This is an optimization exercise on Yosys and OpenROAD, whose aim is small area, not a production implementation. Only simulation tests tie the RTL to the original design; equivalence was not proved.

==> design.v <==
module PE #(
    parameter DATA_WIDTH = 8,
    parameter PSUM_WIDTH = 32
    )
    (
    input   clk,
    input   rst_n,
    input   [DATA_WIDTH-1:0]        ifmap_i,
    input   [DATA_WIDTH-1:0]        weight_i,
    input   [PSUM_WIDTH-1:0]        psum_i,
    input                           ifmap_en_i,
    input                           weight_en_i,
    input                           psum_en_i,
    output  [DATA_WIDTH-1:0]        ifmap_o,
    output  [DATA_WIDTH-1:0]        weight_o,
    output  [PSUM_WIDTH-1:0]        psum_o,
    output                          weight_en_o,
    output                          psum_en_o
    );
    reg     [DATA_WIDTH-1:0]        ifmap_r;
    reg     [DATA_WIDTH-1:0]        weight_r;
    reg     [PSUM_WIDTH-1:0]        psum_r;
    reg     [(DATA_WIDTH*2)-1:0]    product_r;       
    reg                             weight_en_r;
    reg                             psum_en_r;
    always @(posedge clk, negedge rst_n) begin
        if (!rst_n) begin
            weight_en_r <= 1'b0;
            psum_en_r   <= 1'b0;
        end else begin
            weight_en_r <= weight_en_i;
            psum_en_r   <= psum_en_i;
        end
    end
    always @(posedge clk, negedge rst_n) begin
        if (!rst_n) begin
            ifmap_r <= {(DATA_WIDTH){1'b0}};
        end
        else if (ifmap_en_i) begin
            ifmap_r <= ifmap_i;
        end
    end
    always @(posedge clk, negedge rst_n) begin
        if (!rst_n) begin
            weight_r <= {(DATA_WIDTH){1'b0}};
        end 
        else if (weight_en_i) begin
            weight_r <= weight_i;
        end
    end
    always @(posedge clk, negedge rst_n) begin
        if (!rst_n) begin
            psum_r <= {(PSUM_WIDTH){1'b0}};
        end
        else if (psum_en_i) begin
            psum_r <= psum_i;        
        end
    end
    always @(posedge clk, negedge rst_n) begin
        if (!rst_n) begin
            product_r <= {(DATA_WIDTH*2){1'b0}};
        end else if (weight_en_i) begin
            product_r <= ifmap_r * weight_i;
        end
    end
    assign psum_o = product_r + psum_r;
    assign ifmap_o  = ifmap_r;
    assign weight_o = weight_r;
    assign weight_en_o  = weight_en_r;
    assign psum_en_o    = psum_en_r;
endmodule
module pe_chain #(
    parameter NUM_PE     = 16,
    parameter DATA_WIDTH = 8,
    parameter PSUM_WIDTH = 32
    )
    (
    input                       clk,
    input                       rst_n,
    input  [DATA_WIDTH-1:0]     ifmap_i,
    input  [DATA_WIDTH-1:0]     weight_i,
    input  [PSUM_WIDTH-1:0]     psum_i,
    input                       ifmap_en_i,
    input                       weight_en_i,
    input                       psum_en_i,
    output [DATA_WIDTH-1:0]     ifmap_o,
    output [DATA_WIDTH-1:0]     weight_o,
    output [PSUM_WIDTH-1:0]     psum_o,
    output                      weight_en_o,
    output                      psum_en_o
    );
    wire [DATA_WIDTH-1:0] ifmap_w  [0:NUM_PE];
    wire [DATA_WIDTH-1:0] weight_w [0:NUM_PE];
    wire [PSUM_WIDTH-1:0] psum_w   [0:NUM_PE];
    wire                  wen_w    [0:NUM_PE];
    wire                  pen_w    [0:NUM_PE];
    assign ifmap_w[0]  = ifmap_i;
    assign weight_w[0] = weight_i;
    assign psum_w[0]   = psum_i;
    assign wen_w[0]    = weight_en_i;
    assign pen_w[0]    = psum_en_i;
    genvar g;
    generate
        for (g = 0; g < NUM_PE; g = g + 1) begin : g_pe
            PE #(
                .DATA_WIDTH  ( DATA_WIDTH ),
                .PSUM_WIDTH  ( PSUM_WIDTH )
            ) u_pe (
                .clk         ( clk          ),
                .rst_n       ( rst_n        ),
                .ifmap_i     ( ifmap_w[g]   ),
                .weight_i    ( weight_w[g]  ),
                .psum_i      ( psum_w[g]    ),
                .ifmap_en_i  ( ifmap_en_i   ),
                .weight_en_i ( wen_w[g]     ),
                .psum_en_i   ( pen_w[g]     ),
                .ifmap_o     ( ifmap_w[g+1] ),
                .weight_o    ( weight_w[g+1]),
                .psum_o      ( psum_w[g+1]  ),
                .weight_en_o ( wen_w[g+1]   ),
                .psum_en_o   ( pen_w[g+1]   )
            );
        end
    endgenerate
    assign ifmap_o     = ifmap_w[NUM_PE];
    assign weight_o    = weight_w[NUM_PE];
    assign psum_o      = psum_w[NUM_PE];
    assign weight_en_o = wen_w[NUM_PE];
    assign psum_en_o   = pen_w[NUM_PE];
endmodule
==> run.sh <==
#!/bin/bash
# synth_recipe.tcl (not shown) runs the flow's synth.tcl, then flattens the netlist and writes it again
# the make line also repeats each setting of config.mk as NAME=value (left out here)
make -C /OpenROAD-flow-scripts/flow DESIGN_CONFIG=/design/flow/config.mk WORK_HOME=/design/flow/orfs CLKGATE_MAP_FILE= SYNTH_SCRIPT=/design/flow/synth_recipe.tcl finish
==> config.mk <==
export PLATFORM = sky130hd
export DESIGN_NAME = pe_chain
export DESIGN_NICKNAME = pe_chain
export VERILOG_FILES = /design/flow/design.v
export SDC_FILE = /design/flow/constraint.sdc
export NUM_CORES = 4
export LEC_CHECK = 0
export CAP_MARGIN = 20
export CORE_MARGIN = 2
export CORE_UTILIZATION = 40
export SLEW_MARGIN = 20
==> constraint.sdc <==
create_clock -name core_clock -period 10.0 [get_ports {clk}]
set_input_delay 2.0000 -clock core_clock [delete_from_list [all_inputs] [get_ports {clk}]]
set_output_delay 2.0000 -clock core_clock [all_outputs]
set_load 0.01 [all_outputs]
==> impl_metrics.xml <==
<?xml version="1.0" encoding="UTF-8"?>
<metrics>
  <group name="clock_network">
    <metric name="htree_num_levels" unit="">3</metric>
    <metric name="post_cts.resized_instances" unit="">0</metric>
    <metric name="cts_made_buffers" unit="">119</metric>
    <metric name="cts.hold.buffers_added" unit="">0</metric>
    <metric name="cts_tree" unit="">built</metric>
    <metric name="cts.root.buffer_cell" unit="">sky130_fd_sc_hd__clkbuf_16</metric>
    <metric name="path_clk_slew" unit="ns">0.06</metric>
    <metric name="worstSkewPairLatency" unit="ns">0.78</metric>
    <metric name="postCtsSetupRepairBufs" unit="">0</metric>
    <metric name="clock_sink_count" unit="">1056</metric>
    <metric name="clockBufferDepth" unit="">3</metric>
  </group>
  <group name="worst_setup_path">
    <metric name="critical_path_cell_list" unit="">ha_1 &gt; inv_1 &gt; fa_1 &gt; nor2b_1 &gt; o21ai_0 &gt; a21boi_0 &gt; o2111ai_1 &gt; a31o_2 &gt; a211oi_1 &gt; o21ai_0 &gt; xnor2_1 &gt; clkdlybuf4s50_1</metric>
    <metric name="worstSetupPathType" unit="">reg -&gt; out</metric>
    <metric name="capturing_point_of_the_worst_reg2reg_path" unit="">g_pe[3].u_pe.product_r[13]$_DFFE_PN0P_</metric>
    <metric name="cp.required" unit="ns">8.00</metric>
    <metric name="regToRegSetupSlack" unit="ns">5.29</metric>
    <metric name="crit_slowest_cell" unit="">sky130_fd_sc_hd__a211oi_1</metric>
    <metric name="worstPathMaxFanout" unit="">6</metric>
    <metric name="critical_path.most_common_cell" unit="">sky130_fd_sc_hd__o21ai_0</metric>
    <metric name="critical-path-top-delay-family" unit="">compound AO/OA/AOI/OAI gates</metric>
    <metric name="startpoint_of_the_worst_register_to_register_path" unit="">g_pe[2].u_pe.weight_r[2]$_DFFE_PN0P_</metric>
    <metric name="worst_r2r_path_depth" unit="">15</metric>
    <metric name="worst_path_largest_cell_delay" unit="ns">0.83</metric>
    <metric name="cp.buffers_inverters" unit="">2</metric>
    <metric name="crit_arrival" unit="ns">4.69</metric>
    <metric name="setup.worst_path.start_class" unit="">register</metric>
    <metric name="critPathCaptureType" unit="">primary output</metric>
  </group>
  <group name="route">
    <metric name="drt_wl_total" unit="mm">206</metric>
    <metric name="vias_per_cell" unit="">5.24</metric>
    <metric name="first_iter_violations" unit="">3950</metric>
    <metric name="post-route-drc-count" unit="">0</metric>
    <metric name="first_pass_iters" unit="">5</metric>
    <metric name="antenna_left" unit="">0</metric>
    <metric name="route.detailed.wl_per_inst" unit="um">17.3</metric>
    <metric name="vias" unit="">62300</metric>
  </group>
  <group name="floorplan">
    <metric name="die_h" unit="um">473</metric>
    <metric name="pin_count" unit="">103</metric>
    <metric name="floorplan.core_area" unit="sq um">219000</metric>
    <metric name="dieWidth" unit="um">473</metric>
    <metric name="die_area" unit="sq um">223000</metric>
    <metric name="rows" unit="">172</metric>
    <metric name="initial_core_utilization" unit="%">40.1</metric>
  </group>
  <group name="placement">
    <metric name="post_dp_cell_area" unit="sq um">91800</metric>
    <metric name="port_buffer_count" unit="">102</metric>
    <metric name="post_dp_hpwl" unit="mm">157</metric>
    <metric name="gpl.final_weighted_congestion" unit="">0.844</metric>
  </group>
  <group name="sta">
    <metric name="report.final.setup_viol" unit="">0</metric>
    <metric name="layout_worst_path_cycle_share" unit="%">66.9</metric>
    <metric name="period_needed" unit="ns">6.69</metric>
    <metric name="slew-limit-headroom" unit="%">28.4</metric>
    <metric name="slew_viol_final" unit="">0</metric>
    <metric name="fmaxAchievable" unit="MHz">149</metric>
    <metric name="finalHoldViolCount" unit="">0</metric>
    <metric name="rsz0062_at_grt" unit="">false</metric>
    <metric name="fin_worst_skew" unit="ns">0.0483</metric>
    <metric name="fin_hold_ws" unit="ns">0.493</metric>
    <metric name="worst-slew-pin-transition" unit="ns">1.07</metric>
    <metric name="setup_tns" unit="ns">0</metric>
  </group>
  <group name="hold_path">
    <metric name="hold_depth" unit="">2</metric>
    <metric name="timing.hold.worst.class" unit="">reg -&gt; reg</metric>
    <metric name="holdPathEnd" unit="">g_pe[2].u_pe.psum_r[10]$_DFFE_PN0P_</metric>
    <metric name="hold_path.startpoint" unit="">g_pe[2].u_pe.psum_r[10]$_DFFE_PN0P_</metric>
  </group>
  <group name="synth">
    <metric name="synth_fp_nets" unit="">10400</metric>
    <metric name="yosysSeqAreaShare" unit="%">30.1</metric>
    <metric name="yosys_warnings" unit="">2</metric>
    <metric name="synthDistinctLibCells" unit="">93</metric>
    <metric name="ys_ff_latch" unit="">1056</metric>
    <metric name="ys_async_sr_fraction" unit="%">100</metric>
    <metric name="synth_enable_flop_cells" unit="">0</metric>
    <metric name="avgSynthCellArea" unit="sq um">9.88</metric>
    <metric name="ys_flop_type" unit="">sky130_fd_sc_hd__dfrtp_1</metric>
    <metric name="syn_inst" unit="">8890</metric>
    <metric name="syn-cell-area" unit="sq um">87800</metric>
  </group>
  <group name="final_layout">
    <metric name="drive_above_1_share" unit="%">10.7</metric>
    <metric name="areaGrowthSynthToFinish" unit="%">9.51</metric>
    <metric name="nFillCells" unit="">20900</metric>
    <metric name="stdcell_area" unit="sq um">96200</metric>
    <metric name="nets" unit="">10400</metric>
  </group>
  <group name="global_route">
    <metric name="first_global_vias" unit="">64700</metric>
    <metric name="grt_start_max_net_pins" unit="">165</metric>
    <metric name="global_route_usage_over_all_layers" unit="%">18.8</metric>
    <metric name="number_of_antenna_violations_at_the_first_check_in_global_routing" unit="">3</metric>
    <metric name="first_pass_grt_wire_length" unit="mm">345</metric>
    <metric name="grt.overflow.total" unit="">0</metric>
  </group>
  <group name="status">
    <metric name="status" unit="">finished clean</metric>
  </group>
  <group name="job">
    <metric name="max_cap_violations" unit="">0</metric>
  </group>
</metrics>
[per-layer routing]
metal,GRT usage (%),part of all wire (%)
met5,0,0.0063
met3,2.47,3.5
met1,26.4,48
met2,30.4,46
met4,4.96,2.5
[flip-flops by register name, indices dropped and copies added, names as in the netlist]
name,cells
g_pe.u_pe.ifmap_r,128
g_pe.u_pe.psum_r,512
g_pe.u_pe.weight_en_r,16
g_pe.u_pe.weight_r,128
g_pe.u_pe.product_r,256
g_pe.u_pe.psum_en_r,16
[worst register-to-register path, cell delays in order, from the launching register on]
cell                       delay (ns)
sky130_fd_sc_hd__dfrtp_1         0.55
sky130_fd_sc_hd__and2_1          0.27
sky130_fd_sc_hd__fa_1            0.43
sky130_fd_sc_hd__fa_1            0.49
sky130_fd_sc_hd__inv_1           0.05
sky130_fd_sc_hd__fa_1            0.49
sky130_fd_sc_hd__fa_1            0.50
sky130_fd_sc_hd__inv_1           0.05
sky130_fd_sc_hd__ha_1            0.33
sky130_fd_sc_hd__o21ai_0         0.13
sky130_fd_sc_hd__a21oi_1         0.26
sky130_fd_sc_hd__o211ai_1        0.15
sky130_fd_sc_hd__a21oi_1         0.26
sky130_fd_sc_hd__nor3_1          0.11
sky130_fd_sc_hd__xnor2_1         0.33
sky130_fd_sc_hd__mux2_2          0.23
[cells in the final DEF, fill, tap and decap left out, types with 18 or more instances in the layout]
cell                              count
sky130_fd_sc_hd__nor2_1             430
sky130_fd_sc_hd__o31ai_1             41
sky130_fd_sc_hd__clkbuf_16          122
sky130_fd_sc_hd__nor3_1             100
sky130_fd_sc_hd__clkdlybuf4s50_1    100
sky130_fd_sc_hd__inv_1             1013
sky130_fd_sc_hd__a41oi_1             20
sky130_fd_sc_hd__o2111ai_1           34
sky130_fd_sc_hd__fa_1               592
sky130_fd_sc_hd__dfrtp_1           1047
sky130_fd_sc_hd__o211ai_1            44
sky130_fd_sc_hd__bufinv_16           20
sky130_fd_sc_hd__nor2b_1             70
sky130_fd_sc_hd__xor2_1             165
sky130_fd_sc_hd__xnor2_1            376
sky130_fd_sc_hd__o21bai_1            31
sky130_fd_sc_hd__nand2_1            588
sky130_fd_sc_hd__mux2_2             663
sky130_fd_sc_hd__nor4_1              21
sky130_fd_sc_hd__clkbuf_8            18
sky130_fd_sc_hd__a21oi_1            500
sky130_fd_sc_hd__and2_1             822
sky130_fd_sc_hd__o21ai_0            263
sky130_fd_sc_hd__clkbuf_1            23
sky130_fd_sc_hd__clkinv_2            18
sky130_fd_sc_hd__nand4_1             33
sky130_fd_sc_hd__a21o_1             150
sky130_fd_sc_hd__a211oi_1            54
sky130_fd_sc_hd__nand3_1            174
sky130_fd_sc_hd__or3_1               90
sky130_fd_sc_hd__ha_1               832
sky130_fd_sc_hd__a31oi_1             82
sky130_fd_sc_hd__and3_1              89
sky130_fd_sc_hd__nand2b_1            27
sky130_fd_sc_hd__mux2i_1             35
sky130_fd_sc_hd__o21a_1              50
sky130_fd_sc_hd__buf_4               28
[cells in the mapped netlist, drive strengths merged, types with 90 or more instances]
master | n | area share, %
xnor2 | 376 | 3.7
fa | 592 | 13
nor2 | 430 | 1.8
ha | 832 | 12
xor2 | 165 | 1.6
nand3 | 174 | 0.99
or3 | 90 | 0.64
dfrtp | 1056 | 30
mux2 | 663 | 8.5
inv | 1013 | 4.3
o21ai | 272 | 1.6
clkbuf | 204 | 0.87
a21o | 150 | 1.3
nor3 | 102 | 0.59
nand2 | 588 | 2.5
and2 | 823 | 5.9
a21oi | 501 | 2.9
[logic make-up (layout without fill, tap and decap cells)]
logic type	Yosys count	in the layout	synth area share, %
DFF	1056	1056	30.1
and+or+nand+nor	2505	2505	14.7
xor gates and xnor gates	541	541	5.40
buffers and inverters	1252	1376	5.38
adders and majority gates	1424	1424	25.3
AOI/OAI and AO/OA	1414	1414	10.2
other	0	1	0
muxes	698	698	8.90
[cell type report]
cell class | count | area (sq um) | share of cell area [%]
Antenna cell | 1 | 2.50 | 0.00260
Sequential cell | 1056 | 26400 | 27.5
Multi-Input combinational cell | 6582 | 56700 | 58.9
Clock inverter | 59 | 877 | 0.912
Tap cell | 2871 | 3590 | 3.73
Clock buffer | 163 | 3390 | 3.52
Inverter | 1017 | 3820 | 3.97
Timing Repair Buffer | 137 | 1390 | 1.45
[worst max path at each step]
stage                                           start                                     end  slack [ns]  cells after the start
5_1_grt        g_pe[15].u_pe.product_r[0]$_DFFE_PN0P_                              psum_o[28]        2.84                     12
4_1_cts        g_pe[15].u_pe.product_r[0]$_DFFE_PN0P_                              psum_o[28]        3.24                     12
3_5_place_dp                              weight_i[2]  g_pe[0].u_pe.product_r[13]$_DFFE_PN0P_        3.41                     16
6_report       g_pe[15].u_pe.product_r[0]$_DFFE_PN0P_                              psum_o[28]        3.31                     12
3_3_place_gp                              weight_i[2]  g_pe[0].u_pe.product_r[13]$_DFFE_PN0P_        3.43                     16
2_1_floorplan                             weight_i[2]  g_pe[0].u_pe.product_r[14]$_DFFE_PN0P_        4.41                     14
[per-stage QoR]
stage,instances,worst slack [ns],utilization (%)
CTS,11900,3.24,43.9
global placement,11700,3.43,42.0
detailed placement,11700,3.41,42.0
floorplan,8890,4.41,-
global route,11900,2.84,43.9
finish,11900,3.31,43.9

-- port drivers added, routing unchanged --
No port has a modelled driver above. Below, the same layout with a new extraction and two added sets of constraints. Step 1, drivers: a clkbuf_16 drives clk and a buf_2 each remaining input, both assumed. Step 2 also shifts input and output timing later by t, the mid clock arrival at the registers, as if the neighbouring blocks saw the same clock. Three values: ideal, step 1, step 2; two values: the first two.
t (ns): 0.850
setup slack, ns: 3.309 / 3.220 / 3.357
worst hold slack (ns): 0.493 / 0.493 / 0.493
worst slew at a driven data input, ns: 0.08
After both steps this run still meets setup and hold. For this run, drivers alone change the setup slack by -0.089 ns; drivers and shift together by +0.048 ns.
